Source: an optimization exercise on an open RTL-to-GDS flow (aim: small area and a short achievable clock period). Production flows keep margins and buffers that such runs may drop.
Only simulation tests tie the RTL to the original design; equivalence was not proved.

==> flow/design.v <==
module Top_Level(
    input wire Clk,               
    input wire Rst,               
    input wire [31:0] instr,      
    output wire [31:0] Y,         
    output wire [31:0] resultado,  
    output wire [31:0] data_out   
);
	genvar i, b;
	wire [5:0] op = instr[31:26];
	wire [5:0] fn = instr[5:0];
	wire [4:0] rs = instr[25:21];
	wire [4:0] rt = instr[20:16];
	wire [4:0] rd = instr[15:11];
	wire [15:0] imm = instr[15:0];
	wire [31:0] simm = {{16{imm[15]}}, imm};
	wire rtype = (op == 6'b000000);
	wire f_add  = rtype & (fn == 6'b100000);
	wire f_sub  = rtype & (fn == 6'b100010);
	wire f_and  = rtype & (fn == 6'b100100);
	wire f_or   = rtype & (fn == 6'b100101);
	wire f_xor  = rtype & (fn == 6'b100110);
	wire f_nor  = rtype & (fn == 6'b100111);
	wire f_slt  = rtype & (fn == 6'b101010);
	wire f_sltu = rtype & (fn == 6'b101011);
	wire f_sll  = rtype & (fn == 6'b000000 | fn == 6'b000100);
	wire f_srl  = rtype & (fn == 6'b000010 | fn == 6'b000110);
	wire f_sra  = rtype & (fn == 6'b000011 | fn == 6'b000111);
	wire f_jr   = rtype & (fn == 6'b001000);
	wire o_lw    = (op == 6'b100011);
	wire o_sw    = (op == 6'b101011);
	wire o_beq   = (op == 6'b000100);
	wire o_bne   = (op == 6'b000101);
	wire o_addi  = (op == 6'b001000);
	wire o_slti  = (op == 6'b001010);
	wire o_sltiu = (op == 6'b001011);
	wire o_andi  = (op == 6'b001100);
	wire o_ori   = (op == 6'b001101);
	wire o_xori  = (op == 6'b001110);
	wire o_lui   = (op == 6'b001111);
	wire o_j     = (op == 6'b000010);
	wire o_jal   = (op == 6'b000011);
	wire use_imm = o_lw | o_sw | o_addi | o_slti | o_sltiu | o_andi | o_ori | o_xori;
	wire do_add  = f_add | o_lw | o_sw | o_addi;
	wire do_sub  = f_sub;
	wire do_slt  = f_slt | o_slti;
	wire do_sltu = f_sltu | o_sltiu;
	wire do_and  = f_and | o_andi;
	wire do_or   = f_or | o_ori;
	wire do_xor  = f_xor | o_xori;
	wire do_nor  = f_nor;
	wire r_write = f_add | f_sub | f_and | f_or | f_xor | f_nor | f_slt | f_sltu |
	               f_sll | f_srl | f_sra;
	wire reg_write = r_write | o_lw | o_addi | o_slti | o_sltiu | o_andi | o_ori |
	                 o_xori | o_lui | o_jal;
	wire [4:0] waddr = o_jal ? 5'd31 : (rtype ? rd : rt);
	wire [1023:0] rf;
	wire [31:0] rv;
	wire [31:0] wdata;
	assign rf[31:0] = 32'd0;
	assign rv[0] = 1'b0;
	generate
		for (i = 1; i < 32; i = i + 1) begin : g_rf
			reg [31:0] r;
			reg v;
			wire we = reg_write & (waddr == i);
			always @(posedge Clk)
				if (we) r <= wdata;
			always @(posedge Clk or posedge Rst)
				if (Rst) v <= 1'b0;
				else if (we) v <= 1'b1;
			assign rf[32*i +: 32] = r;
			assign rv[i] = v;
		end
	endgenerate
	wire [31:0] selA = (32'd1 << rs) & rv;
	wire [31:0] selB = (32'd1 << rt) & rv;
	wire [31:0] A, B;
	rdmux rdA(.sel(selA), .d(rf), .y(A));
	rdmux rdB(.sel(selB), .d(rf), .y(B));
	wire [31:0] Bop = use_imm ? simm : B;
	wire inv_i = o_slti | o_sltiu;
	wire inv_r = (fn == 6'b100010) | (fn == 6'b101010) | (fn == 6'b101011);
	wire sa = use_imm ? inv_i : inv_r;
	wire [31:0] sum;
	wire lt_s, lt_u;
	ks_add add(.a(A), .inv_a(sa), .b(B), .imm(simm), .use_imm(use_imm),
	           .s(sum), .lt_s(lt_s), .lt_u(lt_u));
	wire [31:0] sh_r, sh_rev;
	shifter ush(.A(A), .B(B), .f_sll(f_sll), .f_sra(f_sra), .sh_r(sh_r), .sh_rev(sh_rev));
	wire [31:0] rest_n = ~(
		({32{do_and}} & (A & Bop)) |
		({32{do_or}}  & (A | Bop)) |
		({32{do_xor}} & (A ^ Bop)) |
		({32{do_nor}} & ~(A | Bop)) |
		({32{f_srl | f_sra}} & sh_r) |
		({32{f_sll}} & sh_rev) |
		({32{o_lui}} & {imm, 16'd0}));
	wire [31:0] sum_n;
	nand2v #(32) u_sum_n(.a(sum), .b({32{do_add | do_sub}}), .y(sum_n));
	wire lt_n;
	ltsel u_lt(.lt_s(lt_s), .lt_u(lt_u), .do_slt(do_slt), .do_sltu(do_sltu), .y_n(lt_n));
	nand2v #(31) u_res(.a(sum_n[31:1]), .b(rest_n[31:1]), .y(resultado[31:1]));
	nand3v #(1) u_res0(.a(sum_n[0]), .b(rest_n[0]), .c(lt_n), .y(resultado[0]));
	wire [31:0] msel, mwe;
	mdecode u_md(.a(A[4:0]), .imm(imm[4:0]), .rd_en(o_lw), .wr_en(o_sw & ~Rst), .rsel(msel), .wsel(mwe));
	wire [1023:0] mem;
	generate
		for (i = 0; i < 32; i = i + 1) begin : g_mem
			reg [31:0] m;
			always @(posedge Clk)
				if (mwe[i]) m <= B;
			assign mem[32*i +: 32] = m;
		end
	endgenerate
	rdmux rdM(.sel(msel), .d(mem), .y(data_out));
	reg [31:0] pc;
	wire [31:0] pc1 = pc + 32'd1;
	assign wdata = o_jal ? pc1 : (o_lw ? data_out : resultado);
	wire eq = (A == B);
	wire taken = (o_beq & eq) | (o_bne & ~eq);
	wire [31:0] pc_br = pc1 + simm;
	wire [31:0] pc_next =
		f_jr ? A :
		(o_j | o_jal) ? {pc1[31:26], instr[25:0]} :
		taken ? pc_br : pc1;
	always @(posedge Clk or posedge Rst)
		if (Rst) pc <= 32'd0;
		else pc <= pc_next;
	assign Y = pc;
endmodule
module rdmux(
    input wire [31:0] sel,
    input wire [1023:0] d,
    output wire [31:0] y
);
	wire [31:0] q0, q1, q2, q3, n01, n23;
	rd8 u0(.sel(sel[7:0]),   .d(d[255:0]),    .y(q0));
	rd8 u1(.sel(sel[15:8]),  .d(d[511:256]),  .y(q1));
	rd8 u2(.sel(sel[23:16]), .d(d[767:512]),  .y(q2));
	rd8 u3(.sel(sel[31:24]), .d(d[1023:768]), .y(q3));
	nor2v #(32) u4(.a(q0), .b(q1), .y(n01));
	nor2v #(32) u5(.a(q2), .b(q3), .y(n23));
	nand2v #(32) u6(.a(n01), .b(n23), .y(y));
endmodule
module rd8(
    input wire [7:0] sel,
    input wire [255:0] d,
    output wire [31:0] y
);
	genvar b, i;
	generate
		for (b = 0; b < 32; b = b + 1) begin : g_bit
			wire [7:0] col;
			for (i = 0; i < 8; i = i + 1) begin : g_col
				assign col[i] = d[32*i + b];
			end
			assign y[b] = |(col & sel);
		end
	endgenerate
endmodule
module nor2v #(parameter W = 32) (input wire [W-1:0] a, input wire [W-1:0] b, output wire [W-1:0] y);
	assign y = ~(a | b);
endmodule
module nand2v #(parameter W = 32) (input wire [W-1:0] a, input wire [W-1:0] b, output wire [W-1:0] y);
	assign y = ~(a & b);
endmodule
module ltsel(input wire lt_s, input wire lt_u, input wire do_slt, input wire do_sltu, output wire y_n);
	assign y_n = ~((lt_s & do_slt) | (lt_u & do_sltu));
endmodule
module mdecode(
    input wire [4:0] a,
    input wire [4:0] imm,
    input wire rd_en,
    input wire wr_en,
    output wire [31:0] rsel,
    output wire [31:0] wsel
);
	wire [3:0] la = 4'd1 << a[1:0];
	wire [3:0] li = 4'd1 << imm[1:0];
	wire [7:0] ha = 8'd1 << a[4:2];
	wire [7:0] hi = 8'd1 << imm[4:2];
	wire [3:0] lo;
	wire [7:0] h0, h1;
	genvar j, k;
	generate
		for (j = 0; j < 4; j = j + 1) begin : g_lo
			wire [3:0] t;
			for (k = 0; k < 4; k = k + 1) begin : g_t
				assign t[k] = la[k] & li[(j - k + 4) % 4];
			end
			assign lo[j] = |t;
		end
		for (j = 0; j < 8; j = j + 1) begin : g_hi
			wire [7:0] t;
			for (k = 0; k < 8; k = k + 1) begin : g_t
				assign t[k] = ha[k] & hi[(j - k + 8) % 8];
			end
			assign h0[j] = |t;
		end
	endgenerate
	wire c2 = (a[1] & imm[1]) | ((a[1] | imm[1]) & a[0] & imm[0]);
	assign h1 = {h0[6:0], h0[7]};
	wire [7:0] hd = c2 ? h1 : h0;
	wire [7:0] hr = hd & {8{rd_en}};
	wire [7:0] hw = hd & {8{wr_en}};
	generate
		for (k = 0; k < 32; k = k + 1) begin : g_k
			assign rsel[k] = lo[k % 4] & hr[k / 4];
			assign wsel[k] = lo[k % 4] & hw[k / 4];
		end
	endgenerate
endmodule
module nand3v #(parameter W = 32) (input wire [W-1:0] a, input wire [W-1:0] b, input wire [W-1:0] c, output wire [W-1:0] y);
	assign y = ~(a & b & c);
endmodule
module mux2v #(parameter W = 32) (input wire [W-1:0] s, input wire [W-1:0] a, input wire [W-1:0] b, output wire [W-1:0] y);
	assign y = (s & b) | (~s & a);
endmodule
module xor2v #(parameter W = 32) (input wire [W-1:0] a, input wire [W-1:0] b, output wire [W-1:0] y);
	assign y = a ^ b;
endmodule
module and2v #(parameter W = 32) (input wire [W-1:0] a, input wire [W-1:0] b, output wire [W-1:0] y);
	assign y = a & b;
endmodule
module ks_add(
    input wire [31:0] a,
    input wire inv_a,
    input wire [31:0] b,
    input wire [31:0] imm,
    input wire use_imm,
    output wire [31:0] s,
    output wire lt_s,
    output wire lt_u
);
	wire [31:0] ax, bx, p, g, pq;
	wire [32:0] c;
	xor2v #(32) u_ax(.a(a), .b({32{inv_a}}), .y(ax));
	mux2v #(32) u_bx(.s({32{use_imm}}), .a(b), .b(imm), .y(bx));
	xor2v #(32) u_p(.a(ax), .b(bx), .y(p));
	and2v #(32) u_g(.a(ax), .b(bx), .y(g));
	ks_tree u_t(.g(g), .p(p), .c(c));
	xor2v #(32) u_pq(.a(p), .b({32{inv_a}}), .y(pq));
	xor2v #(32) u_s(.a(pq), .b(c[31:0]), .y(s));
	ltcalc u_lt(.p31(p[31]), .c31(c[31]), .a31(a[31]), .c32(c[32]), .lt_s(lt_s), .lt_u(lt_u));
endmodule
module ltcalc(input wire p31, input wire c31, input wire a31, input wire c32, output wire lt_s, output wire lt_u);
	assign lt_u = c32;
	assign lt_s = p31 ? c31 : a31;
endmodule
module ks_tree(
    input wire [31:0] g,
    input wire [31:0] p,
    output wire [32:0] c
);
	wire [31:0] G [0:5];
	wire [31:0] P [0:5];
	assign G[0] = g;
	assign P[0] = p;
	genvar l, i;
	generate
		for (l = 0; l < 5; l = l + 1) begin : g_lvl
			for (i = 0; i < 32; i = i + 1) begin : g_bit
				if (i >= (1 << l)) begin : g_op
					assign G[l+1][i] = G[l][i] | (P[l][i] & G[l][i - (1 << l)]);
					assign P[l+1][i] = P[l][i] & P[l][i - (1 << l)];
				end else begin : g_pass
					assign G[l+1][i] = G[l][i];
					assign P[l+1][i] = P[l][i];
				end
			end
		end
	endgenerate
	assign c = {G[5], 1'b0};
endmodule
module shifter(input [31:0] A, input [31:0] B, input f_sll, input f_sra, output [31:0] sh_r, output [31:0] sh_rev);
	wire fill = f_sra & A[31];
	wire big = |B[31:5];
	wire [63:0] sh_full = {{32{fill}}, A} >> B[4:0];
	assign sh_r = big ? {32{fill}} : sh_full[31:0];
	wire [31:0] shl = A << B[4:0];
	assign sh_rev = big ? 32'd0 : shl;
endmodule
clock: 17.0 ns
lec_check: 0
cap_margin: 20
core_margin: 2
core_utilization: 40
slew_margin: 20
synth_hierarchical: 1
standard.sh (not shown) runs the stock make flow with config.mk's settings and CLKGATE_MAP_FILE= SYNTH_SCRIPT=/design/flow/synth_recipe.tcl, a recipe that flattens the netlist after the stock synthesis.
==> flow/flow/run.sh <==
#!/bin/bash
# The standard layout with: a setup repair target of 5.5 ns slack, a clock
# tree built from larger sink clusters without dummy balancing loads, and
# plain buffers on the ports.
export CTS_ARGS="-sink_clustering_enable -repair_clock_nets -dont_use_dummy_load -sink_clustering_size 25 -sink_clustering_max_diameter 70"
export BUFFER_PORTS_ARGS="-buffer_cell sky130_fd_sc_hd__buf_4"
bash standard.sh SETUP_SLACK_MARGIN=5.5 finish > standard.log 2>&1
Then changed:
--- a/flow/design.v
+++ b/flow/design.v
@@ -84,26 +84,31 @@
 	wire sa = use_imm ? inv_i : inv_r;
 	wire [31:0] sum;
 	wire lt_s, lt_u;
 	ks_add add(.a(A), .inv_a(sa), .b(B), .imm(simm), .use_imm(use_imm),
 	           .s(sum), .lt_s(lt_s), .lt_u(lt_u));
-	wire [31:0] sh_r, sh_rev;
-	shifter ush(.A(A), .B(B), .f_sll(f_sll), .f_sra(f_sra), .sh_r(sh_r), .sh_rev(sh_rev));
-	wire [31:0] rest_n = ~(
+	wire [31:0] sh_r, sh_l;
+	shifter ush(.A(A), .sh(B[4:0]), .f_sra(f_sra), .sh_r(sh_r), .sh_l(sh_l));
+	wire big = |B[31:5];
+	wire en_r = (f_srl | f_sra) & ~big;
+	wire en_l = f_sll & ~big;
+	wire fill_big = f_sra & big & A[31];
+	wire [31:0] shift_n;
+	aoi221v #(32) u_shn(.a1({32{en_r}}), .a2(sh_r), .b1({32{en_l}}), .b2(sh_l),
+	                    .c({32{fill_big}}), .y(shift_n));
+	wire [31:0] logic_n = ~(
 		({32{do_and}} & (A & Bop)) |
 		({32{do_or}}  & (A | Bop)) |
 		({32{do_xor}} & (A ^ Bop)) |
 		({32{do_nor}} & ~(A | Bop)) |
-		({32{f_srl | f_sra}} & sh_r) |
-		({32{f_sll}} & sh_rev) |
 		({32{o_lui}} & {imm, 16'd0}));
 	wire [31:0] sum_n;
 	nand2v #(32) u_sum_n(.a(sum), .b({32{do_add | do_sub}}), .y(sum_n));
 	wire lt_n;
 	ltsel u_lt(.lt_s(lt_s), .lt_u(lt_u), .do_slt(do_slt), .do_sltu(do_sltu), .y_n(lt_n));
-	nand2v #(31) u_res(.a(sum_n[31:1]), .b(rest_n[31:1]), .y(resultado[31:1]));
-	nand3v #(1) u_res0(.a(sum_n[0]), .b(rest_n[0]), .c(lt_n), .y(resultado[0]));
+	nand3v #(31) u_res(.a(sum_n[31:1]), .b(logic_n[31:1]), .c(shift_n[31:1]), .y(resultado[31:1]));
+	nand4v #(1) u_res0(.a(sum_n[0]), .b(logic_n[0]), .c(shift_n[0]), .d(lt_n), .y(resultado[0]));
 	wire [31:0] msel, mwe;
 	mdecode u_md(.a(A[4:0]), .imm(imm[4:0]), .rd_en(o_lw), .wr_en(o_sw & ~Rst), .rsel(msel), .wsel(mwe));
 	wire [1023:0] mem;
 	generate
 		for (i = 0; i < 32; i = i + 1) begin : g_mem
@@ -215,10 +220,16 @@
 	assign y = ~(a & b & c);
 endmodule
 module mux2v #(parameter W = 32) (input wire [W-1:0] s, input wire [W-1:0] a, input wire [W-1:0] b, output wire [W-1:0] y);
 	assign y = (s & b) | (~s & a);
 endmodule
+module nand4v #(parameter W = 32) (input wire [W-1:0] a, input wire [W-1:0] b, input wire [W-1:0] c, input wire [W-1:0] d, output wire [W-1:0] y);
+	assign y = ~(a & b & c & d);
+endmodule
+module aoi221v #(parameter W = 32) (input wire [W-1:0] a1, input wire [W-1:0] a2, input wire [W-1:0] b1, input wire [W-1:0] b2, input wire [W-1:0] c, output wire [W-1:0] y);
+	assign y = ~((a1 & a2) | (b1 & b2) | c);
+endmodule
 module xor2v #(parameter W = 32) (input wire [W-1:0] a, input wire [W-1:0] b, output wire [W-1:0] y);
 	assign y = a ^ b;
 endmodule
 module and2v #(parameter W = 32) (input wire [W-1:0] a, input wire [W-1:0] b, output wire [W-1:0] y);
 	assign y = a & b;
@@ -271,13 +282,11 @@
 			end
 		end
 	endgenerate
 	assign c = {G[5], 1'b0};
 endmodule
-module shifter(input [31:0] A, input [31:0] B, input f_sll, input f_sra, output [31:0] sh_r, output [31:0] sh_rev);
+module shifter(input [31:0] A, input [4:0] sh, input f_sra, output [31:0] sh_r, output [31:0] sh_l);
 	wire fill = f_sra & A[31];
-	wire big = |B[31:5];
-	wire [63:0] sh_full = {{32{fill}}, A} >> B[4:0];
-	assign sh_r = big ? {32{fill}} : sh_full[31:0];
-	wire [31:0] shl = A << B[4:0];
-	assign sh_rev = big ? 32'd0 : shl;
-endmodule
+	wire [63:0] sh_full = {{32{fill}}, A} >> sh;
+	assign sh_r = sh_full[31:0];
+	assign sh_l = A << sh;
+endmodule
Effect:
- The new run completed with no timing, DRC or antenna violations
- setup slack gets better by 0.0067 ns
- routed wire length hardly moves
- sequential share of layout area rose by 0.42 points
- die area rose by 0.36%
- via count hardly moves
- fmax is about the same

-- static timing again, ports no longer ideal --
The flow's constraints put no driver on any port. The routed layouts listed below were extracted and timed again, unchanged, in two steps.
Step 1: set_driving_cell puts a clkbuf_16 on Clk and a buf_2 on each other input, an assumption about the parent block.
Step 2 moves the port delays by t, midway between the first and last clock arrival at a register: inputs arrive t later, outputs are due t later. That takes back most of the time a late clock gives input paths.
a / b / c = no drivers / after step 1 / after step 2; a / b = the first two.
| run | t (ns) | setup slack, ns | hold WS [ns] | latest minus earliest clock arrival (ns) |
|---|---|---|---|---|
| the first run | 0.857 | 5.318 / 5.122 / 5.122 | 0.503 / 0.503 / 0.503 | 0.113 / 0.114 |
| the second run | 0.874 | 5.325 / 5.205 / 5.205 | 0.488 / 0.488 / 0.488 | 0.145 / 0.144 |
After both steps every run listed still meets setup and hold. The setup slack of the first run, which loses most, moves by -0.196 ns with the drivers and by -0.196 ns with both steps.
